Background: an optimization exercise with open tools, aiming at small area. Do not read the settings as production practice.
The RTL was checked by simulation tests, not by an equivalence proof against the original design.
Power figures rest on the tool's default switching activity, not on a simulated workload.

--- config.mk ---
export PLATFORM = sky130hd
export DESIGN_NAME = FFT
export DESIGN_NICKNAME = FFT
export VERILOG_FILES = /design/flow/design.v
export SDC_FILE = /design/flow/constraint.sdc
export NUM_CORES = 4
export LEC_CHECK = 0
export CAP_MARGIN = 20
export CORE_MARGIN = 2
export CORE_UTILIZATION = 40
export SLEW_MARGIN = 20
--- run.sh ---
#!/bin/bash
# synth_recipe.tcl (not shown) runs the flow's synth.tcl, then flattens the netlist and writes it again
# the make line also repeats each setting of config.mk as NAME=value (left out here)
make -C /OpenROAD-flow-scripts/flow DESIGN_CONFIG=/design/flow/config.mk WORK_HOME=/design/flow/orfs CLKGATE_MAP_FILE= SYNTH_SCRIPT=/design/flow/synth_recipe.tcl finish
--- design.v ---
module SR16(
    input                   clk,
    input                   rst_n,
    input [11:0]             in_r,  
    input [11:0]             in_i,  
    output [11:0]            out_r, 
    output [11:0]            out_i  
);
                    parameter LENGTH = 16;
    integer i;
    reg [11:0] r_bus [LENGTH-1:0];
    reg [11:0] i_bus [LENGTH-1:0];
    assign out_r = r_bus[0];
    assign out_i = i_bus[0];
    always@ (posedge clk or negedge rst_n) begin
        if(!rst_n) begin
            for(i = 0; i < LENGTH; i = i+1) begin
                r_bus[i] <= 0;
                i_bus[i] <= 0;
            end
        end
        else begin
            r_bus[LENGTH-1] <= in_r;
            i_bus[LENGTH-1] <= in_i;
            for(i = 0; i < (LENGTH-1); i = i+1) begin
                r_bus[i] <= r_bus[i+1];
                i_bus[i] <= i_bus[i+1];
            end
        end
    end
endmodule
module SR8(
    input                   clk,
    input                   rst_n,
    input [14:0]            in_r,
    input [14:0]            in_i,
    output [14:0]           out_r,
    output [14:0]           out_i
);
                    parameter LENGTH = 8;
    integer i;
    reg [14:0] r_bus [LENGTH-1:0];
    reg [14:0] i_bus [LENGTH-1:0];
    assign out_r = r_bus[0];
    assign out_i = i_bus[0];
    always@ (posedge clk or negedge rst_n) begin
        if(!rst_n) begin
            for(i = 0; i < LENGTH; i = i+1) begin
                r_bus[i] <= 0;
                i_bus[i] <= 0;
            end
        end
        else begin
            r_bus[LENGTH-1] <= in_r;
            i_bus[LENGTH-1] <= in_i;
            for(i = 0; i < (LENGTH-1); i = i+1) begin
                r_bus[i] <= r_bus[i+1];
                i_bus[i] <= i_bus[i+1];
            end
        end
    end
endmodule
module SR4(
    input                   clk,
    input                   rst_n,
    input [15:0]            in_r,
    input [15:0]            in_i,
    output [15:0]           out_r,
    output [15:0]           out_i
);
                    parameter LENGTH = 4;
    integer i;
    reg [15:0] r_bus [LENGTH-1:0];
    reg [15:0] i_bus [LENGTH-1:0];
    assign out_r = r_bus[0];
    assign out_i = i_bus[0];
    always@ (posedge clk or negedge rst_n) begin
        if(!rst_n) begin
            for(i = 0; i < LENGTH; i = i+1) begin
                r_bus[i] <= 0;
                i_bus[i] <= 0;
            end
        end
        else begin
            r_bus[LENGTH-1] <= in_r;
            i_bus[LENGTH-1] <= in_i;
            for(i = 0; i < (LENGTH-1); i = i+1) begin
                r_bus[i] <= r_bus[i+1];
                i_bus[i] <= i_bus[i+1];
            end
        end
    end
endmodule
module SR2(
    input                   clk,
    input                   rst_n,
    input [16:0]            in_r,
    input [16:0]            in_i,
    output [16:0]           out_r,
    output [16:0]           out_i
);
                    parameter LENGTH = 2;
    integer i;
    reg [16:0] r_bus [LENGTH-1:0];
    reg [16:0] i_bus [LENGTH-1:0];
    assign out_r = r_bus[0];
    assign out_i = i_bus[0];
    always@ (posedge clk or negedge rst_n) begin
        if(!rst_n) begin
            for(i = 0; i < LENGTH; i = i+1) begin
                r_bus[i] <= 0;
                i_bus[i] <= 0;
            end
        end
        else begin
            r_bus[LENGTH-1] <= in_r;
            i_bus[LENGTH-1] <= in_i;
            for(i = 0; i < (LENGTH-1); i = i+1) begin
                r_bus[i] <= r_bus[i+1];
                i_bus[i] <= i_bus[i+1];
            end
        end
    end
endmodule
module SR1(
    input                   clk,
    input                   rst_n,
    input [17:0]            in_r,
    input [17:0]            in_i,
    output [17:0]           out_r,
    output [17:0]           out_i
);
                    parameter LENGTH = 1;
    integer i;
    reg [17:0] r_bus [LENGTH-1:0];
    reg [17:0] i_bus [LENGTH-1:0];
    assign out_r = r_bus[0];
    assign out_i = i_bus[0];
    always@ (posedge clk or negedge rst_n) begin
        if(!rst_n) begin
            for(i = 0; i < LENGTH; i = i+1) begin
                r_bus[i] <= 0;
                i_bus[i] <= 0;
            end
        end
        else begin
            r_bus[LENGTH-1] <= in_r;
            i_bus[LENGTH-1] <= in_i;
            for(i = 0; i < (LENGTH-1); i = i+1) begin
                r_bus[i] <= r_bus[i+1];
                i_bus[i] <= i_bus[i+1];
            end
        end
    end
endmodule
module CTRL16(
    input                       clk,
    input                       rst_n,
    input                       valid_i,
    input signed [10:0]          data_in_r,  
    input signed [10:0]          data_in_i,  
    output reg                  valid_o,         
    output reg [1:0]            state,
    output reg signed [10:0]     data_out_r,  
    output reg signed [10:0]     data_out_i,  
    output reg signed [7:0]     WN_r,
    output reg signed [7:0]     WN_i
);
    parameter IDLE      = 2'b00;
    parameter FIRST     = 2'b01;
    parameter SECOND    = 2'b10;
    parameter WAITING   = 2'b11;
    reg [8:0] count, next_count;
    reg [1:0] next_state;
    reg next_valid_o;
    always@(*) begin
        next_count = count;
        next_state = state;
        next_valid_o = valid_o;
        case(state)
            IDLE: begin
                next_count = 0;
                if(valid_i) begin
                    next_state = WAITING;
                    next_count = 1;
                end
            end
            WAITING: begin
                next_count = count + 1;
                if(count == 16) begin
                    next_state = FIRST;
                    next_valid_o = 1;
                end
            end
            FIRST: begin
                next_count = count + 1;
                if(count == 32) begin
                    next_state = SECOND;
                end
            end
            SECOND: begin
                next_count = count + 1;
                if(count == 48) begin
                    if(valid_i) begin
                        next_state = FIRST;
                        next_count = 17;
                    end
                    else begin
                        next_state = IDLE;
                        next_count = 0;
                        next_valid_o = 0;
                    end
                end
            end
        endcase
    end
    always@(*) begin
        case(count)
            33: begin
                WN_r = 8'b01000000;
                WN_i = 8'b00000000;
            end
            34: begin
                WN_r = 8'b00111110;
                WN_i = 8'b11110011;
            end
            35: begin
                WN_r = 8'b00111011;
                WN_i = 8'b11100111;
            end
            36: begin
                WN_r = 8'b00110101;
                WN_i = 8'b11011100;
            end
            37: begin
                WN_r = 8'b00101101;
                WN_i = 8'b11010010;
            end
            38: begin
                WN_r = 8'b00100011;
                WN_i = 8'b11001010;
            end
            39: begin
                WN_r = 8'b00011000;
                WN_i = 8'b11000100;
            end
            40: begin
                WN_r = 8'b00001100;
                WN_i = 8'b11000001;
            end
            41: begin
                WN_r = 8'b00000000;
                WN_i = 8'b11000000;
            end
            42: begin
                WN_r = 8'b11110011;
                WN_i = 8'b11000001;
            end
            43: begin
                WN_r = 8'b11100111;
                WN_i = 8'b11000100;
            end
            44: begin
                WN_r = 8'b11011100;
                WN_i = 8'b11001010;
            end
            45: begin
                WN_r = 8'b11010010;
                WN_i = 8'b11010010;
            end
            46: begin
                WN_r = 8'b11001010;
                WN_i = 8'b11011100;
            end
            47: begin
                WN_r = 8'b11000100;
                WN_i = 8'b11100111;
            end
            48: begin
                WN_r = 8'b11000001;
                WN_i = 8'b11110011;
            end
            default: begin
                WN_r = 8'b00000000;
                WN_i = 8'b00000000;
            end
        endcase
    end
    always@(posedge clk or negedge rst_n) begin
        if(!rst_n) begin
            state <= IDLE;
            count <= 0;
            data_out_r <= 0;
            data_out_i <= 0;
            valid_o <= 0;
        end
        else begin
            state <= next_state;
            count <= next_count;
            data_out_r <= data_in_r;
            data_out_i <= data_in_i;
            valid_o <= next_valid_o;
        end
    end
endmodule
module CTRL8(
    input                       clk,
    input                       rst_n,
    input                       valid_i,
    input signed [13:0]         data_in_r,
    input signed [13:0]         data_in_i,
    output reg                  valid_o,         
    output reg [1:0]            state,
    output reg signed [13:0]    data_out_r,
    output reg signed [13:0]    data_out_i,
    output reg signed [7:0]     WN_r,
    output reg signed [7:0]     WN_i
);
    parameter IDLE      = 2'b00;
    parameter FIRST     = 2'b01;
    parameter SECOND    = 2'b10;
    parameter WAITING   = 2'b11;
    reg [8:0] count, next_count;
    reg [1:0] next_state;
    reg next_valid_o;
    always@(*) begin
        next_count = count;
        next_state = state;
        next_valid_o = valid_o;
        case(state)
            IDLE: begin
                next_count = 0;
                if(valid_i) begin
                    next_state = WAITING;
                    next_count = 1;
                end
            end
            WAITING: begin
                next_count = count + 1;
                if(count == 8) begin
                    next_state = FIRST;
                    next_valid_o = 1;
                end
            end
            FIRST: begin
                next_count = count + 1;
                if(count == 16) begin
                    next_state = SECOND;
                end
            end
            SECOND: begin
                next_count = count + 1;
                if(count == 24) begin
                    if(valid_i) begin
                        next_state = FIRST;
                        next_count = 9;
                    end
                    else begin
                        next_state = IDLE;
                        next_count = 0;
                        next_valid_o = 0;
                    end
                end
            end
        endcase
    end
    always@(*) begin
        case(count)
            17: begin
                WN_r = 8'b01000000;
                WN_i = 8'b00000000;
            end
            18: begin
                WN_r = 8'b00111011;
                WN_i = 8'b11100111;
            end
            19: begin
                WN_r = 8'b00101101;
                WN_i = 8'b11010010;
            end
            20: begin
                WN_r = 8'b00011000;
                WN_i = 8'b11000100;
            end
            21: begin
                WN_r = 8'b00000000;
                WN_i = 8'b11000000;
            end
            22: begin
                WN_r = 8'b11100111;
                WN_i = 8'b11000100;
            end
            23: begin
                WN_r = 8'b11010010;
                WN_i = 8'b11010010;
            end
            24: begin
                WN_r = 8'b11000100;
                WN_i = 8'b11100111;
            end
            default: begin
                WN_r = 8'b00000000;
                WN_i = 8'b00000000;
            end
        endcase
    end
    always@(posedge clk or negedge rst_n) begin
        if(!rst_n) begin
            state <= IDLE;
            count <= 0;
            data_out_r <= 0;
            data_out_i <= 0;
            valid_o <= 0;
        end
        else begin
            state <= next_state;
            count <= next_count;
            data_out_r <= data_in_r;
            data_out_i <= data_in_i;
            valid_o <= next_valid_o;
        end
    end
endmodule
module CTRL4(
    input                       clk,
    input                       rst_n,
    input                       valid_i,
    input signed [14:0]         data_in_r,
    input signed [14:0]         data_in_i,
    output reg                  valid_o,         
    output reg [1:0]            state,
    output reg signed [14:0]    data_out_r,
    output reg signed [14:0]    data_out_i,
    output reg [7:0]            WN_r,
    output reg [7:0]            WN_i
);
    parameter IDLE      = 2'b00;
    parameter FIRST     = 2'b01;
    parameter SECOND    = 2'b10;
    parameter WAITING   = 2'b11;
    parameter ZERO      = 2'b00;
    parameter ONE       = 2'b01;
    parameter TWO       = 2'b10;
    parameter THREE     = 2'b11;
    reg [8:0] count, next_count;
    reg [1:0] next_state;
    reg next_valid_o;
    always@(*) begin
        next_count = count;
        next_state = state;
        next_valid_o = valid_o;
        case(state)
            IDLE: begin
                next_count = 0;
                if(valid_i) begin
                    next_state = WAITING;
                    next_count = 1;
                end
            end
            WAITING: begin
                next_count = count + 1;
                if(count == 4) begin
                    next_state = FIRST;
                    next_valid_o = 1;
                end
            end
            FIRST: begin
                next_count = count + 1;
                if(count == 8) begin
                    next_state = SECOND;
                end
            end
            SECOND: begin
                next_count = count + 1;
                if(count == 12) begin
                    if(valid_i) begin
                        next_state = FIRST;
                        next_count = 5;
                    end
                    else begin
                        next_state = IDLE;
                        next_count = 0;
                        next_valid_o = 0;
                    end
                end
            end
        endcase
    end
    always@(*) begin
        case(count)
            9: begin
                WN_r = 8'b01000000;
                WN_i = 8'b00000000;
            end
            10: begin
                WN_r = 8'b00101101;
                WN_i = 8'b11010010;
            end
            11: begin
                WN_r = 8'b00000000;
                WN_i = 8'b11000000;
            end
            12: begin
                WN_r = 8'b11010010;
                WN_i = 8'b11010010;
            end
            default: begin
                WN_r = 8'b00000000;
                WN_i = 8'b00000000;
            end
        endcase
    end
    always@(posedge clk or negedge rst_n) begin
        if(!rst_n) begin
            state <= IDLE;
            count <= 0;
            data_out_r <= 0;
            data_out_i <= 0;
            valid_o <= 0;
        end
        else begin
            state <= next_state;
            count <= next_count;
            data_out_r <= data_in_r;
            data_out_i <= data_in_i;
            valid_o <= next_valid_o;
        end
    end
endmodule
module CTRL2(
    input                       clk,
    input                       rst_n,
    input                       valid_i,
    input signed [15:0]         data_in_r,
    input signed [15:0]         data_in_i,
    output reg                  valid_o,         
    output reg [1:0]            state,
    output reg signed [15:0]    data_out_r,
    output reg signed [15:0]    data_out_i,
    output reg [1:0]            WN
);
    parameter IDLE      = 2'b00;
    parameter FIRST     = 2'b01;
    parameter SECOND    = 2'b10;
    parameter WAITING   = 2'b11;
    parameter ZERO      = 2'b00;
    parameter ONE       = 2'b01;
    parameter TWO       = 2'b10;
    parameter THREE     = 2'b11;
    reg [8:0] count, next_count;
    reg [1:0] next_state;
    reg next_valid_o;
    always@(*) begin
        next_count = count;
        next_state = state;
        next_valid_o = valid_o;
        case(state)
            IDLE: begin
                next_count = 0;
                if(valid_i) begin
                    next_state = WAITING;
                    next_count = 1;
                end
            end
            WAITING: begin
                next_count = count + 1;
                if(count == 2) begin
                    next_state = FIRST;
                    next_valid_o = 1;
                end
            end
            FIRST: begin
                next_count = count + 1;
                if(count == 4) begin
                    next_state = SECOND;
                end
            end
            SECOND: begin
                next_count = count + 1;
                if(count == 6) begin
                    if(valid_i) begin
                        next_state = FIRST;
                        next_count = 3;
                    end
                    else begin
                        next_state = IDLE;
                        next_count = 0;
                        next_valid_o = 0;
                    end
                end
            end
        endcase
    end
    always@(*) begin
        case(count)
            5:      WN = ZERO;  
            6:      WN = ONE;   
            default: WN = ZERO;
        endcase
    end
    always@(posedge clk or negedge rst_n) begin
        if(!rst_n) begin
            state <= IDLE;
            count <= 0;
            data_out_r <= 0;
            data_out_i <= 0;
            valid_o <= 0;
        end
        else begin
            state <= next_state;
            count <= next_count;
            data_out_r <= data_in_r;
            data_out_i <= data_in_i;
            valid_o <= next_valid_o;
        end
    end
endmodule
module CTRL1(
    input                       clk,
    input                       rst_n,
    input                       valid_i,
    input signed [16:0]         data_in_r,
    input signed [16:0]         data_in_i,
    output reg                  valid_o,         
    output reg [1:0]            state,
    output reg signed [16:0]    data_out_r,
    output reg signed [16:0]    data_out_i
);
    parameter IDLE      = 2'b00;
    parameter FIRST     = 2'b01;
    parameter SECOND    = 2'b10;
    parameter WAITING   = 2'b11;
    reg [8:0] count, next_count;
    reg [1:0] next_state;
    reg next_valid_o;
    always@(*) begin
        next_count = count;
        next_state = state;
        next_valid_o = valid_o;
        case(state)
            IDLE: begin
                next_count = 0;
                if(valid_i) begin
                    next_state = WAITING;
                    next_count = 1;
                end
            end
            WAITING: begin
                next_count = count + 1;
                if(count == 1) begin
                    next_state = FIRST;
                    next_valid_o = 1;
                end
            end
            FIRST: begin
                next_count = count + 1;
                if(count == 2) begin
                    next_state = SECOND;
                end
            end
            SECOND: begin
                next_count = count + 1;
                if(count == 3) begin
                    if(valid_i) begin
                        next_state = FIRST;
                        next_count = 2;
                    end
                    else begin
                        next_state = IDLE;
                        next_count = 0;
                        next_valid_o = 0;
                    end
                end
            end
        endcase
    end
    always@(posedge clk or negedge rst_n) begin
        if(!rst_n) begin
            state <= IDLE;
            count <= 0;
            data_out_r <= 0;
            data_out_i <= 0;
            valid_o <= 0;
        end
        else begin
            state <= next_state;
            count <= next_count;
            data_out_r <= data_in_r;
            data_out_i <= data_in_i;
            valid_o <= next_valid_o;
        end
    end
endmodule
module BUTTERFLY_R2_1(
    input [1:0]                 state,
    input signed [10:0]          A_r,
    input signed [10:0]          A_i,
    input signed [11:0]          B_r,
    input signed [11:0]          B_i,
    input signed [7:0]          WN_r,
    input signed [7:0]          WN_i,
    output reg signed [13:0]    out_r,
    output reg signed [13:0]    out_i,
    output reg signed [11:0]     SR_r,
    output reg signed [11:0]     SR_i
);
    parameter IDLE      = 2'b00;
    parameter FIRST     = 2'b01;
    parameter SECOND    = 2'b10;
    parameter WAITING   = 2'b11;
    wire signed [19:0] mul13, mul24, mul14, mul23;
    wire signed [20:0] tempA, tempB;
    wire signed [11:0] A_ext_r, A_ext_i;
    wire signed [12:0] ApB_r, ApB_i;
    wire signed [12:0] AmB_r, AmB_i;
    assign A_ext_r = {A_r[10], A_r};
    assign A_ext_i = {A_i[10], A_i};
    assign ApB_r = A_ext_r + B_r;
    assign ApB_i = A_ext_i + B_i;
    assign AmB_r = B_r - A_ext_r;
    assign AmB_i = B_i - A_ext_i;
    assign mul13 = B_r * WN_r;
    assign mul24 = B_i * WN_i;
    assign mul14 = B_r * WN_i;
    assign mul23 = B_i * WN_r;
    assign tempA = mul13 - mul24;
    assign tempB = mul14 + mul23;
    always@(*) begin
        case(state)          
            IDLE: begin
                out_r = 0;
                out_i = 0;
                SR_r = 0;
                SR_i = 0;
            end
            WAITING: begin
                out_r = 0;
                out_i = 0;
                SR_r = A_ext_r;
                SR_i = A_ext_i;
            end
            FIRST: begin
                out_r = {ApB_r[12:0], 1'b0};
                out_i = {ApB_i[12:0], 1'b0};
                SR_r = AmB_r[11:0];  
                SR_i = AmB_i[11:0];
            end
            SECOND: begin
                out_r = {tempA[18:5]};
                out_i = {tempB[18:5]};
                SR_r = A_ext_r;
                SR_i = A_ext_i;
            end
            default: begin
                out_r = 0;
                out_i = 0;
                SR_r = 0;
                SR_i = 0;
            end
        endcase
    end
endmodule
module BUTTERFLY_R2_2(
    input [1:0]                 state,
    input signed [13:0]         A_r,
    input signed [13:0]         A_i,
    input signed [14:0]         B_r,
    input signed [14:0]         B_i,
    input signed [7:0]          WN_r,
    input signed [7:0]          WN_i,
    output reg signed [14:0]    out_r,
    output reg signed [14:0]    out_i,
    output reg signed [14:0]    SR_r,
    output reg signed [14:0]    SR_i
);
    parameter IDLE      = 2'b00;
    parameter FIRST     = 2'b01;
    parameter SECOND    = 2'b10;
    parameter WAITING   = 2'b11;
    wire signed [22:0] mul13, mul24, mul14, mul23;
    wire signed [23:0] tempA, tempB;
    assign mul13 = B_r * WN_r;
    assign mul24 = B_i * WN_i;
    assign mul14 = B_r * WN_i;
    assign mul23 = B_i * WN_r;
    assign tempA = mul13 - mul24;
    assign tempB = mul14 + mul23;
    always@(*) begin
        case(state)          
            IDLE: begin
                out_r = 0;
                out_i = 0;
                SR_r = 0;
                SR_i = 0;
            end
            WAITING: begin
                out_r = 0;
                out_i = 0;
                SR_r = {A_r[13], A_r};
                SR_i = {A_i[13], A_i};
            end
            FIRST: begin
                out_r = $signed({A_r[13], A_r}) + B_r;
                out_i = $signed({A_i[13], A_i}) + B_i;
                SR_r = B_r - $signed({A_r[13], A_r});  
                SR_i = B_i - $signed({A_i[13], A_i});
            end
            SECOND: begin
                out_r = tempA[20:6];
                out_i = tempB[20:6];
                SR_r = {A_r[13], A_r};
                SR_i = {A_i[13], A_i};
            end
            default: begin
                out_r = 0;
                out_i = 0;
                SR_r = 0;
                SR_i = 0;
            end
        endcase
    end
endmodule
module BUTTERFLY_R2_3(
    input [1:0]                 state,
    input signed [14:0]         A_r,
    input signed [14:0]         A_i,
    input signed [15:0]         B_r,
    input signed [15:0]         B_i,
    input signed [7:0]          WN_r,
    input signed [7:0]          WN_i,
    output reg signed [15:0]    out_r,
    output reg signed [15:0]    out_i,
    output reg signed [15:0]    SR_r,
    output reg signed [15:0]    SR_i
);
    parameter IDLE      = 2'b00;
    parameter FIRST     = 2'b01;
    parameter SECOND    = 2'b10;
    parameter WAITING   = 2'b11;
    parameter ZERO      = 2'b00;
    parameter ONE       = 2'b01;
    parameter TWO       = 2'b10;
    parameter THREE     = 2'b11;
    wire signed [23:0] mul13, mul24, mul14, mul23;
    wire signed [24:0] tempA, tempB;
    assign mul13 = B_r * WN_r;
    assign mul24 = B_i * WN_i;
    assign mul14 = B_r * WN_i;
    assign mul23 = B_i * WN_r;
    assign tempA = mul13 - mul24;
    assign tempB = mul14 + mul23;
    always@(*) begin
        case(state)          
            IDLE: begin
                out_r = 0;
                out_i = 0;
                SR_r = 0;
                SR_i = 0;
            end
            WAITING: begin
                out_r = 0;
                out_i = 0;
                SR_r = {A_r[14], A_r};
                SR_i = {A_i[14], A_i};
            end
            FIRST: begin
                out_r = $signed({A_r[14], A_r}) + B_r;
                out_i = $signed({A_i[14], A_i}) + B_i;
                SR_r = B_r - $signed({A_r[14], A_r});  
                SR_i = B_i - $signed({A_i[14], A_i});
            end
            SECOND: begin
                out_r = tempA[21:6];
                out_i = tempB[21:6];
                SR_r = {A_r[14], A_r};
                SR_i = {A_i[14], A_i};
            end
            default: begin
                out_r = 0;
                out_i = 0;
                SR_r = 0;
                SR_i = 0;
            end
        endcase
    end
endmodule
module BUTTERFLY_R2_4(
    input [1:0]                 state,
    input signed [15:0]         A_r,
    input signed [15:0]         A_i,
    input signed [16:0]         B_r,
    input signed [16:0]         B_i,
    input [1:0]                 WN,
    output reg signed [16:0]    out_r,
    output reg signed [16:0]    out_i,
    output reg signed [16:0]    SR_r,
    output reg signed [16:0]    SR_i
);
    parameter IDLE      = 2'b00;
    parameter FIRST     = 2'b01;
    parameter SECOND    = 2'b10;
    parameter WAITING   = 2'b11;
    parameter ZERO      = 2'b00;
    parameter ONE       = 2'b01;
    parameter TWO       = 2'b10;
    parameter THREE     = 2'b11;
    wire [16:0] B_r_neg;
    assign B_r_neg = ~B_r + 1;
    always@(*) begin
        case(state)          
            IDLE: begin
                out_r = 0;
                out_i = 0;
                SR_r = 0;
                SR_i = 0;
            end
            WAITING: begin
                out_r = 0;
                out_i = 0;
                SR_r = {A_r[15], A_r};
                SR_i = {A_i[15], A_i};
            end
            FIRST: begin
                out_r = $signed({A_r[15], A_r}) + B_r;
                out_i = $signed({A_i[15], A_i}) + B_i;
                SR_r = B_r - $signed({A_r[15], A_r});  
                SR_i = B_i - $signed({A_i[15], A_i});
            end
            SECOND: begin
                case(WN)
                    ZERO: begin
                        out_r = B_r;
                        out_i = B_i;
                    end
                    ONE: begin
                        out_r = B_i;
                        out_i = B_r_neg;
                    end
                    default: begin
                        out_r = B_r;
                        out_i = B_i;
                    end
                endcase
                SR_r = {A_r[15], A_r};
                SR_i = {A_i[15], A_i};
            end
            default: begin
                out_r = 0;
                out_i = 0;
                SR_r = 0;
                SR_i = 0;
            end
        endcase
    end
endmodule
module BUTTERFLY_R2_5(
    input [1:0]                 state,
    input signed [16:0]         A_r,
    input signed [16:0]         A_i,
    input signed [17:0]         B_r,
    input signed [17:0]         B_i,
    output reg signed [16:0]    out_r,
    output reg signed [16:0]    out_i,
    output reg signed [17:0]    SR_r,
    output reg signed [17:0]    SR_i
);
    parameter IDLE      = 2'b00;
    parameter FIRST     = 2'b01;
    parameter SECOND    = 2'b10;
    parameter WAITING   = 2'b11;
    always@(*) begin
        case(state)          
            IDLE: begin
                out_r = 0;
                out_i = 0;
                SR_r = 0;
                SR_i = 0;
            end
            WAITING: begin
                out_r = 0;
                out_i = 0;
                SR_r = {A_r[16], A_r};
                SR_i = {A_i[16], A_i};
            end
            FIRST: begin
                out_r = $signed({A_r[16], A_r}) + B_r[17:0];
                out_i = $signed({A_i[16], A_i}) + B_i[17:0];
                SR_r = B_r - $signed({A_r[16], A_r});  
                SR_i = B_i - $signed({A_i[16], A_i});
            end
            SECOND: begin
                out_r = B_r[16:0];
                out_i = B_i[16:0];
                SR_r = {A_r[16], A_r};
                SR_i = {A_i[16], A_i};
            end
            default: begin
                out_r = 0;
                out_i = 0;
                SR_r = 0;
                SR_i = 0;
            end
        endcase
    end
endmodule
module STAGE1(
    input                   clk,
    input                   rst_n,
    input                   valid_i,
    input signed [10:0]      data_in_r,
    input signed [10:0]      data_in_i,
    output                  valid_o,
    output signed [13:0]    data_out_r,
    output signed [13:0]    data_out_i
);
    reg  [10:0] data_in_r_r, data_in_i_r;
    reg  valid_i_r;
    wire [1:0] state_bus;
    wire [7:0] WN_r_bus, WN_i_bus;
    wire [11:0] SR_r_bus, SR_i_bus;
    wire [11:0] FB_r_bus, FB_i_bus;
    wire [10:0] data_r_bus, data_i_bus;
    CTRL16 Control_unit(
        .clk(clk),
        .rst_n(rst_n),
        .valid_i(valid_i_r),
        .data_in_r(data_in_r_r),
        .data_in_i(data_in_i_r),
        .valid_o(valid_o),
        .state(state_bus),
        .data_out_r(data_r_bus),
        .data_out_i(data_i_bus),
        .WN_r(WN_r_bus),
        .WN_i(WN_i_bus)
    );
    SR16 shiftregister(
        .clk(clk),
        .rst_n(rst_n),
        .in_r(SR_r_bus),
        .in_i(SR_i_bus),
        .out_r(FB_r_bus),
        .out_i(FB_i_bus)
    );
    BUTTERFLY_R2_1 butterfly(
        .state(state_bus),
        .A_r(data_r_bus),
        .A_i(data_i_bus),
        .B_r(FB_r_bus),
        .B_i(FB_i_bus),
        .WN_r(WN_r_bus),
        .WN_i(WN_i_bus),
        .out_r(data_out_r),
        .out_i(data_out_i),
        .SR_r(SR_r_bus),
        .SR_i(SR_i_bus)
    );
    always@(posedge clk or negedge rst_n) begin
        if(!rst_n) begin
            data_in_r_r <= 0;
            data_in_i_r <= 0;
            valid_i_r <= 0;
        end
        else begin
            data_in_r_r <= data_in_r;
            data_in_i_r <= data_in_i;
            valid_i_r <= valid_i;
        end
    end
endmodule
module STAGE2(
    input                   clk,
    input                   rst_n,
    input                   valid_i,
    input signed [13:0]     data_in_r,
    input signed [13:0]     data_in_i,
    output                  valid_o,
    output signed [14:0]    data_out_r,
    output signed [14:0]    data_out_i
);
    reg  [13:0] data_in_r_r, data_in_i_r;
    reg  valid_i_r;
    wire [1:0] state_bus;
    wire [7:0] WN_r_bus, WN_i_bus;
    wire [14:0] SR_r_bus, SR_i_bus;
    wire [14:0] FB_r_bus, FB_i_bus;
    wire [13:0] data_r_bus, data_i_bus;
    CTRL8 Control_unit(
        .clk(clk),
        .rst_n(rst_n),
        .valid_i(valid_i_r),
        .data_in_r(data_in_r_r),
        .data_in_i(data_in_i_r),
        .valid_o(valid_o),
        .state(state_bus),
        .data_out_r(data_r_bus),
        .data_out_i(data_i_bus),
        .WN_r(WN_r_bus),
        .WN_i(WN_i_bus)
    );
    SR8 shiftregister(
        .clk(clk),
        .rst_n(rst_n),
        .in_r(SR_r_bus),
        .in_i(SR_i_bus),
        .out_r(FB_r_bus),
        .out_i(FB_i_bus)
    );
    BUTTERFLY_R2_2 butterfly(
        .state(state_bus),
        .A_r(data_r_bus),
        .A_i(data_i_bus),
        .B_r(FB_r_bus),
        .B_i(FB_i_bus),
        .WN_r(WN_r_bus),
        .WN_i(WN_i_bus),
        .out_r(data_out_r),
        .out_i(data_out_i),
        .SR_r(SR_r_bus),
        .SR_i(SR_i_bus)
    );
    always@(posedge clk or negedge rst_n) begin
        if(!rst_n) begin
            data_in_r_r <= 0;
            data_in_i_r <= 0;
            valid_i_r <= 0;
        end
        else begin
            data_in_r_r <= data_in_r;
            data_in_i_r <= data_in_i;
            valid_i_r <= valid_i;
        end
    end
endmodule
module STAGE3(
    input                   clk,
    input                   rst_n,
    input                   valid_i,
    input signed [14:0]     data_in_r,
    input signed [14:0]     data_in_i,
    output                  valid_o,
    output signed [15:0]    data_out_r,
    output signed [15:0]    data_out_i
);
    reg  [14:0] data_in_r_r, data_in_i_r;
    reg  valid_i_r;
    wire [1:0] state_bus;
    wire [7:0] WN_r_bus, WN_i_bus;
    wire [15:0] SR_r_bus, SR_i_bus;
    wire [15:0] FB_r_bus, FB_i_bus;
    wire [14:0] data_r_bus, data_i_bus;
    CTRL4 Control_unit(
        .clk(clk),
        .rst_n(rst_n),
        .valid_i(valid_i_r),
        .data_in_r(data_in_r_r),
        .data_in_i(data_in_i_r),
        .valid_o(valid_o),
        .state(state_bus),
        .data_out_r(data_r_bus),
        .data_out_i(data_i_bus),
        .WN_r(WN_r_bus),
        .WN_i(WN_i_bus)
    );
    SR4 shiftregister(
        .clk(clk),
        .rst_n(rst_n),
        .in_r(SR_r_bus),
        .in_i(SR_i_bus),
        .out_r(FB_r_bus),
        .out_i(FB_i_bus)
    );
    BUTTERFLY_R2_3 butterfly(
        .state(state_bus),
        .A_r(data_r_bus),
        .A_i(data_i_bus),
        .B_r(FB_r_bus),
        .B_i(FB_i_bus),
        .WN_r(WN_r_bus),
        .WN_i(WN_i_bus),
        .out_r(data_out_r),
        .out_i(data_out_i),
        .SR_r(SR_r_bus),
        .SR_i(SR_i_bus)
    );
    always@(posedge clk or negedge rst_n) begin
        if(!rst_n) begin
            data_in_r_r <= 0;
            data_in_i_r <= 0;
            valid_i_r <= 0;
        end
        else begin
            data_in_r_r <= data_in_r;
            data_in_i_r <= data_in_i;
            valid_i_r <= valid_i;
        end
    end
endmodule
module STAGE4(
    input                   clk,
    input                   rst_n,
    input                   valid_i,
    input signed [15:0]     data_in_r,
    input signed [15:0]     data_in_i,
    output                  valid_o,
    output signed [16:0]    data_out_r,
    output signed [16:0]    data_out_i
);
    reg  [15:0] data_in_r_r, data_in_i_r;
    reg  valid_i_r;
    wire [1:0] state_bus;
    wire [1:0] WN;
    wire [16:0] SR_r_bus, SR_i_bus;
    wire [16:0] FB_r_bus, FB_i_bus;
    wire [15:0] data_r_bus, data_i_bus;
    CTRL2 Control_unit(
        .clk(clk),
        .rst_n(rst_n),
        .valid_i(valid_i_r),
        .data_in_r(data_in_r_r),
        .data_in_i(data_in_i_r),
        .valid_o(valid_o),
        .state(state_bus),
        .data_out_r(data_r_bus),
        .data_out_i(data_i_bus),
        .WN(WN)
    );
    SR2 shiftregister(
        .clk(clk),
        .rst_n(rst_n),
        .in_r(SR_r_bus),
        .in_i(SR_i_bus),
        .out_r(FB_r_bus),
        .out_i(FB_i_bus)
    );
    BUTTERFLY_R2_4 butterfly(
        .state(state_bus),
        .A_r(data_r_bus),
        .A_i(data_i_bus),
        .B_r(FB_r_bus),
        .B_i(FB_i_bus),
        .WN(WN),
        .out_r(data_out_r),
        .out_i(data_out_i),
        .SR_r(SR_r_bus),
        .SR_i(SR_i_bus)
    );
    always@(posedge clk or negedge rst_n) begin
        if(!rst_n) begin
            data_in_r_r <= 0;
            data_in_i_r <= 0;
            valid_i_r <= 0;
        end
        else begin
            data_in_r_r <= data_in_r;
            data_in_i_r <= data_in_i;
            valid_i_r <= valid_i;
        end
    end
endmodule
module STAGE5(
    input                   clk,
    input                   rst_n,
    input                   valid_i,
    input signed [16:0]     data_in_r,
    input signed [16:0]     data_in_i,
    output                  valid_o,
    output signed [16:0]    data_out_r,
    output signed [16:0]    data_out_i
);
    reg  [16:0] data_in_r_r, data_in_i_r;
    reg  valid_i_r;
    wire [1:0] state_bus;
    wire [17:0] SR_r_bus, SR_i_bus;
    wire [17:0] FB_r_bus, FB_i_bus;
    wire [16:0] data_r_bus, data_i_bus;
    CTRL1 Control_unit(
        .clk(clk),
        .rst_n(rst_n),
        .valid_i(valid_i_r),
        .data_in_r(data_in_r_r),
        .data_in_i(data_in_i_r),
        .valid_o(valid_o),
        .state(state_bus),
        .data_out_r(data_r_bus),
        .data_out_i(data_i_bus)
    );
    SR1 shiftregister(
        .clk(clk),
        .rst_n(rst_n),
        .in_r(SR_r_bus),
        .in_i(SR_i_bus),
        .out_r(FB_r_bus),
        .out_i(FB_i_bus)
    );
    BUTTERFLY_R2_5 butterfly(
        .state(state_bus),
        .A_r(data_r_bus),
        .A_i(data_i_bus),
        .B_r(FB_r_bus),
        .B_i(FB_i_bus),
        .out_r(data_out_r),
        .out_i(data_out_i),
        .SR_r(SR_r_bus),
        .SR_i(SR_i_bus)
    );
    always@(posedge clk or negedge rst_n) begin
        if(!rst_n) begin
            data_in_r_r <= 0;
            data_in_i_r <= 0;
            valid_i_r <= 0;
        end
        else begin
            data_in_r_r <= data_in_r;
            data_in_i_r <= data_in_i;
            valid_i_r <= valid_i;
        end
    end
endmodule
module SORTING(
    clk,
    rst_n,
    start_sorting,
    out_r,
    out_i,
    answer,
    seq
);
input                 clk, rst_n, start_sorting;
input  [16:0]         out_r;
input  [16:0]         out_i;
output [16:0]         answer;
output reg            seq;
integer i, j;
reg [8:0] count, next_count;
reg next_finish;
reg [16:0] answer_moved;
reg start, next_start;
reg [16:0] result[0:63];
reg [16:0] next_result_r[0:31];
reg [16:0] next_result_i[0:31];
assign answer = answer_moved;
always@(*) begin
    next_count = count;
    next_finish = seq;
    next_start = start;
    if(start_sorting || start) begin
        next_count = count + 1; 
        next_start = 1;
    end
    case(count)
        32: answer_moved = result[0];
        33: answer_moved = result[1];
        34: answer_moved = result[2];
        35: answer_moved = result[3];
        36: answer_moved = result[4];
        37: answer_moved = result[5];
        38: answer_moved = result[6];
        39: answer_moved = result[7];
        40: answer_moved = result[8];
        41: answer_moved = result[9];
        42: answer_moved = result[10];
        43: answer_moved = result[11];
        44: answer_moved = result[12];
        45: answer_moved = result[13];
        46: answer_moved = result[14];
        47: answer_moved = result[15];
        48: answer_moved = result[16];
        49: answer_moved = result[17];
        50: answer_moved = result[18];
        51: answer_moved = result[19];
        52: answer_moved = result[20];
        53: answer_moved = result[21];
        54: answer_moved = result[22];
        55: answer_moved = result[23];
        56: answer_moved = result[24];
        57: answer_moved = result[25];
        58: answer_moved = result[26];
        59: answer_moved = result[27];
        60: answer_moved = result[28];
        61: answer_moved = result[29];
        62: answer_moved = result[30];
        63: answer_moved = result[31];
        64: answer_moved = result[32];
        65: answer_moved = result[33];
        66: answer_moved = result[34];
        67: answer_moved = result[35];
        68: answer_moved = result[36];
        69: answer_moved = result[37];
        70: answer_moved = result[38];
        71: answer_moved = result[39];
        72: answer_moved = result[40];
        73: answer_moved = result[41];
        74: answer_moved = result[42];
        75: answer_moved = result[43];
        76: answer_moved = result[44];
        77: answer_moved = result[45];
        78: answer_moved = result[46];
        79: answer_moved = result[47];
        80: answer_moved = result[48];
        81: answer_moved = result[49];
        82: answer_moved = result[50];
        83: answer_moved = result[51];
        84: answer_moved = result[52];
        85: answer_moved = result[53];
        86: answer_moved = result[54];
        87: answer_moved = result[55];
        88: answer_moved = result[56];
        89: answer_moved = result[57];
        90: answer_moved = result[58];
        91: answer_moved = result[59];
        92: answer_moved = result[60];
        93: answer_moved = result[61];
        94: answer_moved = result[62];
        95: answer_moved = result[63];
        default: begin
            answer_moved = 0;
        end    
    endcase
    if(count == 31) next_finish = 1;
    if(count == 95) begin
        next_finish = 0;
        next_start = 0;
        next_count = 0;
    end
end
always@(*) begin
    for (i = 0; i < 32; i = i+1) begin
        next_result_r[i] = result[i];
        next_result_i[i] = result[i+32];
    end
    case(count)
        0 : begin
            if(start_sorting) begin
                next_result_r[0] = out_r;
                next_result_i[0] = out_i;
            end
        end
        1 : begin
            next_result_r[16] = out_r;
            next_result_i[16] = out_i;
        end
        2 : begin
            next_result_r[8] = out_r;
            next_result_i[8] = out_i;
        end
        3 : begin
            next_result_r[24] = out_r;
            next_result_i[24] = out_i;
        end
        4 : begin
            next_result_r[4] = out_r;
            next_result_i[4] = out_i;
        end
        5 : begin
            next_result_r[20] = out_r;
            next_result_i[20] = out_i;
        end
        6 : begin
            next_result_r[12] = out_r;
            next_result_i[12] = out_i;
        end
        7 : begin
            next_result_r[28] = out_r;
            next_result_i[28] = out_i;
        end
        8 : begin
            next_result_r[2] = out_r;
            next_result_i[2] = out_i;
        end
        9 : begin
            next_result_r[18] = out_r;
            next_result_i[18] = out_i;
        end
        10 : begin
            next_result_r[10] = out_r;
            next_result_i[10] = out_i;
        end
        11 : begin
            next_result_r[26] = out_r;
            next_result_i[26] = out_i;
        end
        12 : begin
            next_result_r[6] = out_r;
            next_result_i[6] = out_i;
        end
        13 : begin
            next_result_r[22] = out_r;
            next_result_i[22] = out_i;
        end
        14 : begin
            next_result_r[14] = out_r;
            next_result_i[14] = out_i;
        end
        15 : begin
            next_result_r[30] = out_r;
            next_result_i[30] = out_i;
        end
        16 : begin
            next_result_r[1] = out_r;
            next_result_i[1] = out_i;
        end
        17 : begin
            next_result_r[17] = out_r;
            next_result_i[17] = out_i;
        end
        18 : begin
            next_result_r[9] = out_r;
            next_result_i[9] = out_i;
        end
        19 : begin
            next_result_r[25] = out_r;
            next_result_i[25] = out_i;
        end
        20 : begin
            next_result_r[5] = out_r;
            next_result_i[5] = out_i;
        end
        21 : begin
            next_result_r[21] = out_r;
            next_result_i[21] = out_i;
        end
        22 : begin
            next_result_r[13] = out_r;
            next_result_i[13] = out_i;
        end
        23 : begin
            next_result_r[29] = out_r;
            next_result_i[29] = out_i;
        end
        24 : begin
            next_result_r[3] = out_r;
            next_result_i[3] = out_i;
        end
        25 : begin
            next_result_r[19] = out_r;
            next_result_i[19] = out_i;
        end
        26 : begin
            next_result_r[11] = out_r;
            next_result_i[11] = out_i;
        end
        27 : begin
            next_result_r[27] = out_r;
            next_result_i[27] = out_i;
        end
        28 : begin
            next_result_r[7] = out_r;
            next_result_i[7] = out_i;
        end
        29 : begin
            next_result_r[23] = out_r;
            next_result_i[23] = out_i;
        end
        30 : begin
            next_result_r[15] = out_r;
            next_result_i[15] = out_i;
        end
        31 : begin
            next_result_r[31] = out_r;
            next_result_i[31] = out_i;
        end
        default: begin
            for (i = 0; i < 32; i = i+1) begin
                next_result_r[i] = result[i];
                next_result_i[i] = result[i+32];
            end
        end
    endcase
end
always@(posedge clk or negedge rst_n) begin
    if(!rst_n)begin
        count <= 0;
        seq <= 0;
        start <= 0;
        for (i = 0; i < 32; i = i+1) begin
            result[i] <= 0;
            result[i+32] <= 0;
        end
    end
    else begin
        count <= next_count;
        seq <= next_finish;
        start <= next_start;
        for (i = 0; i < 32; i = i+1) begin
            result[i] <= next_result_r[i];
            result[i+32] <= next_result_i[i];
        end
    end
end
endmodule
module FFT(
    input                   clk,
    input                   rst_n,
    input                   valid_i,
    input signed [10:0]      x_r,
    output                  finish,
    output signed [16:0]    answer
);
    wire [0:3] valid_o_bus;
    wire [13:0] data_r_bus_1, data_i_bus_1;
    wire [14:0] data_r_bus_2, data_i_bus_2;
    wire [15:0] data_r_bus_3, data_i_bus_3;
    wire [16:0] data_r_bus_4, data_i_bus_4;
    wire [16:0] X_r, X_i;
    wire         done;
    STAGE1 stg1(
        .clk(clk),
        .rst_n(rst_n),
        .valid_i(valid_i),
        .data_in_r(x_r),
        .data_in_i(11'd0),
        .valid_o(valid_o_bus[0]),
        .data_out_r(data_r_bus_1),
        .data_out_i(data_i_bus_1)
    );
    STAGE2 stg2(
        .clk(clk),
        .rst_n(rst_n),
        .valid_i(valid_o_bus[0]),
        .data_in_r(data_r_bus_1),
        .data_in_i(data_i_bus_1),
        .valid_o(valid_o_bus[1]),
        .data_out_r(data_r_bus_2),
        .data_out_i(data_i_bus_2)
    );
    STAGE3 stg3(
        .clk(clk),
        .rst_n(rst_n),
        .valid_i(valid_o_bus[1]),
        .data_in_r(data_r_bus_2),
        .data_in_i(data_i_bus_2),
        .valid_o(valid_o_bus[2]),
        .data_out_r(data_r_bus_3),
        .data_out_i(data_i_bus_3)
    );
    STAGE4 stg4(
        .clk(clk),
        .rst_n(rst_n),
        .valid_i(valid_o_bus[2]),
        .data_in_r(data_r_bus_3),
        .data_in_i(data_i_bus_3),
        .valid_o(valid_o_bus[3]),
        .data_out_r(data_r_bus_4),
        .data_out_i(data_i_bus_4)
    );
    STAGE5 stg5(
        .clk(clk),
        .rst_n(rst_n),
        .valid_i(valid_o_bus[3]),
        .data_in_r(data_r_bus_4),
        .data_in_i(data_i_bus_4),
        .valid_o(done),
        .data_out_r(X_r),
        .data_out_i(X_i)
    );
    SORTING sort(
        .clk(clk),
        .rst_n(rst_n),
        .start_sorting(done),
        .out_r(X_r),
        .out_i(X_i),
        .answer(answer),
        .seq(finish)
);
endmodule
--- constraint.sdc ---
create_clock -name core_clock -period 10.0 [get_ports {clk}]
set_input_delay 2.0000 -clock core_clock [delete_from_list [all_inputs] [get_ports {clk}]]
set_output_delay 2.0000 -clock core_clock [all_outputs]
set_load 0.01 [all_outputs]
==> impl_summary.txt <==
----------------------------------------------------
[Detailed routing]
  Initial DRT Pass Iterations ... 6
  Routed via count divided by cell count ... 5.32
  Initial detailed-routing violation count ... 8,231
  Number of vias in the routed layout ... 93,000
  Average detailed-routed wire length per instance ... 22.1 um
  Count of nets left with antenna violations after detail routing ... 0
  Total detailed-routing wirelength ... 387,000 um
  Number of remaining DRC errors ... 0

[Global routing]
  GRT overflow ... 0
  Via count of the first global-routing pass ... 93,900
  Number of antenna violations at the first check in global routing ... 16
  Largest net degree at the start of global routing ... 168
  Aggregate global-route resource usage ... 0.230
  Global-route wire length before repair ... 595,000 um

[Setup path]
  Start-to-end type of the worst setup path ... reg2reg
  Nature of the critical path endpoint ... register
  Launch point of the worst reg-to-reg path ... stg2.Control_unit.count[2]
  Worst endpoint required time ... 10.78 ns
  Worst Reg-to-Reg Cells ... 29
  Startpoint kind of the worst setup timing path ... register
  Dominant cell type by count on the critical path ... sky130_fd_sc_hd__fa_1
  Data arrival time of the critical path ... 9.37 ns
  Worst Path Max Fanout ... 29
  Reg-to-reg critical path endpoint ... stg3.data_in_r_r[14]
  Peak per-stage delay on the critical path ... 0.76 ns
  Slowest library cell on the worst path ... sky130_fd_sc_hd__o21ai_0
  Minimum setup slack among reg-to-reg paths ... 1.42 ns

[Finish]
  Number of nets in the final layout ... 14,700
  Layout overhead on the synthesized area ... 10.2%
  Share of post-route cells with drive strength above 1 ... 0.0623
  Fill cell count ... 31,600
  Most common library cell in the layout ignoring fill and taps ... sky130_fd_sc_hd__dfrtp_1
  Highest-count cells in the layout ignoring fill and taps ... sky130_fd_sc_hd__dfrtp_1 (2,288), sky130_fd_sc_hd__nand2_1 (1,787), sky130_fd_sc_hd__inv_1 (1,637)

[Power and ir drop]
  Worst vdd ir ... 0.000286 V
  Pwr per Cell Area ... 187 nW/um2
  Leakage ... 70.4 nW

[Clock network]
  Total clock sinks ... 2,288
  CTS Buf Count ... 243
  CTS tree ... yes
  Post-CTS setup buffer count ... 0
  Number of H-tree levels ... 4
  Worst-case clock buffer depth ... 4
  Post-cts hold buffer count ... 0
  Cell chosen for the clock root ... sky130_fd_sc_hd__clkbuf_16
  Number of cells upsized or downsized after cts ... 0
  Worst-path clk slew ... 0.06 ns
  Insertion delay to the later sink of the worst-skew pair ... 0.98 ns

[Timing]
  Aggregate negative setup slack ... 0 ns
  Post-route clock skew ... 0.161 ns
  Slew at the pin closest to its max-slew limit ... 1.19 ns
  Hold Violations, Final ... 0
  Minimum period implied by the final worst setup slack ... 8.58 ns
  Slew Viols, Final ... 0
  Slew margin rel. ... 0.206
  Worst hold slack after final layout ... 0.253 ns
  Setup violators final ... 0
  Tcrit/Tclk final ... 0.858
  Setup repair after global routing missed its margin ... false
  Maximum clock rate ... 116 MHz

[Flow run]
  Max_cap viols ... 0

[Logic synthesis]
  Share of the yosys chip area belonging to registers ... 0.427
  Multiplexer fraction of the synthesized cell area ... 0.00206
  Number of synthesized register bits ... 2,288
  Count of flip-flops with a built-in enable after synthesis ... 0
  Distinct cell type count of the synthesized netlist ... 105
  Most area-consuming cells after synthesis ... sky130_fd_sc_hd__dfrtp_1 (43%), sky130_fd_sc_hd__fa_1 (16%), sky130_fd_sc_hd__ha_1 (6.9%)
  Share of synthesized registers carrying an async set or reset ... 1.00
  Most used flip-flop cell after synthesis ... sky130_fd_sc_hd__dfrtp_1
  Synth Area in Compound Gates ... 0.124
  Synth Net Count ... 15,000
  Cell type with the largest total area after synthesis ... sky130_fd_sc_hd__dfrtp_1
  Combinational family with the most area after synthesis ... adder cells
  Count of mapped cells out of synthesis ... 13,200
  Synth warnings ... 34
  Share of synthesized cell area in full adder, half adder and majority cells ... 0.229
  Fraction of synthesized cell area taken by the top area cell type ... 0.427
  Synthesized area ... 134,000 um2
  Share of synthesized cell area in and, or, nand and nor gates ... 0.120
  Xor and xnor fraction of the mapped netlist area ... 0.0311
  Avg Inst Size Synth ... 10.2 um2

[Floorplan]
  Die extent in x ... 583 um
  Site row count ... 212
  Total core area ... 333,000 um2
  Die height ... 583 um
  Initial cell density of the core ... 0.402
  I/O Pins ... 32
  Die Footprint ... 340,000 um2

[Placement]
  Number of port buffers ... 31
  Dpl hpwl ... 263,000 um
  Final weighted congestion of routability-driven global placement ... 0.877

[Worst hold path]
  Worst-case hold path end point ... stg3.shiftregister.i_bus[0][11]
  Origin of the worst min-delay path ... stg3.shiftregister.i_bus[1][11]
  Hold depth ... 0
  Worst hold path class ... reg2reg

[Run status]
  Run status ... timing/DRC/antenna clean

----------------------------------------------------
-- power breakdown --
part / internal [W] / total, W / switching (W)
logic: 0.00216 / 0.00674 / 0.00458
registers: 0.0105 / 0.0114 / 0.000926
clock network: 0.00554 / 0.00946 / 0.00393
total: 0.0181 / 0.0276 / 0.00943
-- worst max-delay path: cells and delay by family, from the launching register on --
family | cells | cell delay (ns)
and+or+nand+nor | 6 | 0.83
xor gates and xnor gates | 1 | 0.13
DFF | 1 | 0.61
AOI/OAI and AO/OA | 7 | 2.54
buffers and inverters | 8 | 1.22
adders and majority gates | 7 | 3.10
-- cell usage after synthesis (all sizes together), types with 60 or more instances --
library cell,n
nor2b,146
dfrtp,2288
a22o,142
inv,1642
o21ai,1249
nor3,92
nor2,590
ha,744
a21oi,279
clkbuf,699
nand2,1825
a21o,60
a22oi,339
nand2b,90
and2,415
nand3,93
xor2,142
or3,61
nand4,100
a221oi,162
fa,1065
xnor2,334
-- metrics by stage --
step	util	instance area [um2]	std cells	power [W]	setup slack, ns
after floorplan	-	134000	13200	0.0157	2.78
after global placement	0.417	139000	17000	0.0181	1.57
after detailed placement	0.418	139000	17000	0.0182	1.51
after CTS	0.443	148000	17500	0.0277	1.47
after global routing	0.443	148000	17500	0.0289	0.877
final	0.443	148000	17500	0.0276	1.42
-- cell type report --
type,count,area (um2),area share
Inverter,1644,6170,0.0418
Clock buffer,340,7080,0.0479
Antenna cell,7,17.5,0.000119
Multi-Input combinational cell,8492,68300,0.462
Tap cell,4387,5490,0.0372
Clock inverter,102,1310,0.00890
Timing Repair Buffer,239,2060,0.0140
Sequential cell,2288,57300,0.388
-- sequential cells by signal (all words and copies together), names as in the netlist, 34 cells and up --
register	cells
sort.result	1088
stg1.shiftregister.i_bus	192
stg1.shiftregister.r_bus	192
stg2.shiftregister.i_bus	120
stg2.shiftregister.r_bus	120
stg3.shiftregister.i_bus	64
stg3.shiftregister.r_bus	64
stg4.shiftregister.i_bus	34
stg4.shiftregister.r_bus	34
-- cell families after synthesis --
logic type / count (synthesis)
simple gates: 3557
xor+xnor: 476
fa+ha+maj: 1809
compound gates: 2624
buf+inv: 2381
mux: 25
flops: 2288
other cells: 1
-- routing by layer --
| layer | vias up | share of wire | GRT usage |
|---|---|---|---|
| li1 | 42200 | - | - |
| met2 | 2855 | 0.45 | 0.360 |
| met5 | - | 0.00025 | 0 |
| met1 | 47300 | 0.45 | 0.328 |
| met3 | 649 | 0.072 | 0.0366 |
| met4 | 14 | 0.032 | 0.0679 |
-- how the worst max path moves through the flow --
stage	start	end	slack (ns)	cells past startpoint
2_1_floorplan	stg2.Control_unit.count[1]	stg3.data_in_r_r[10]	2.78	30
3_3_place_gp	stg2.Control_unit.count[2]	stg3.data_in_r_r[14]	1.57	29
3_5_place_dp	stg2.Control_unit.count[5]	stg3.data_in_i_r[14]	1.51	30
4_1_cts	stg2.Control_unit.count[5]	stg3.data_in_i_r[14]	1.47	30
5_1_grt	stg2.Control_unit.count[2]	stg3.data_in_r_r[14]	0.88	29
6_report	stg2.Control_unit.count[2]	stg3.data_in_r_r[14]	1.42	29

[separate check: timing with driven ports]
Ports are ideal in the flow. The routed layout listed here was re-timed in OpenROAD. Step 1 assumes that a clkbuf_16 drives the clock port and a buf_2 every other input. Step 2 moves the port delays by t, midway between the first and last clock arrival at a register: inputs arrive t later, outputs are due t later. That takes back most of the time a late clock gives input paths. Three values: ideal, step 1, step 2; two values: the first two.
shift t [ns]: 1.001
setup slack, ns: 1.416 / 1.416 / 1.416
worst register clock-pin slew, ns: 0.07 / 0.07
worst slew at a driven data input, ns: 0.09
After both steps setup and hold are still met in this run. The setup slack of this run moves by 0.000 ns with the drivers and by 0.000 ns with both steps.
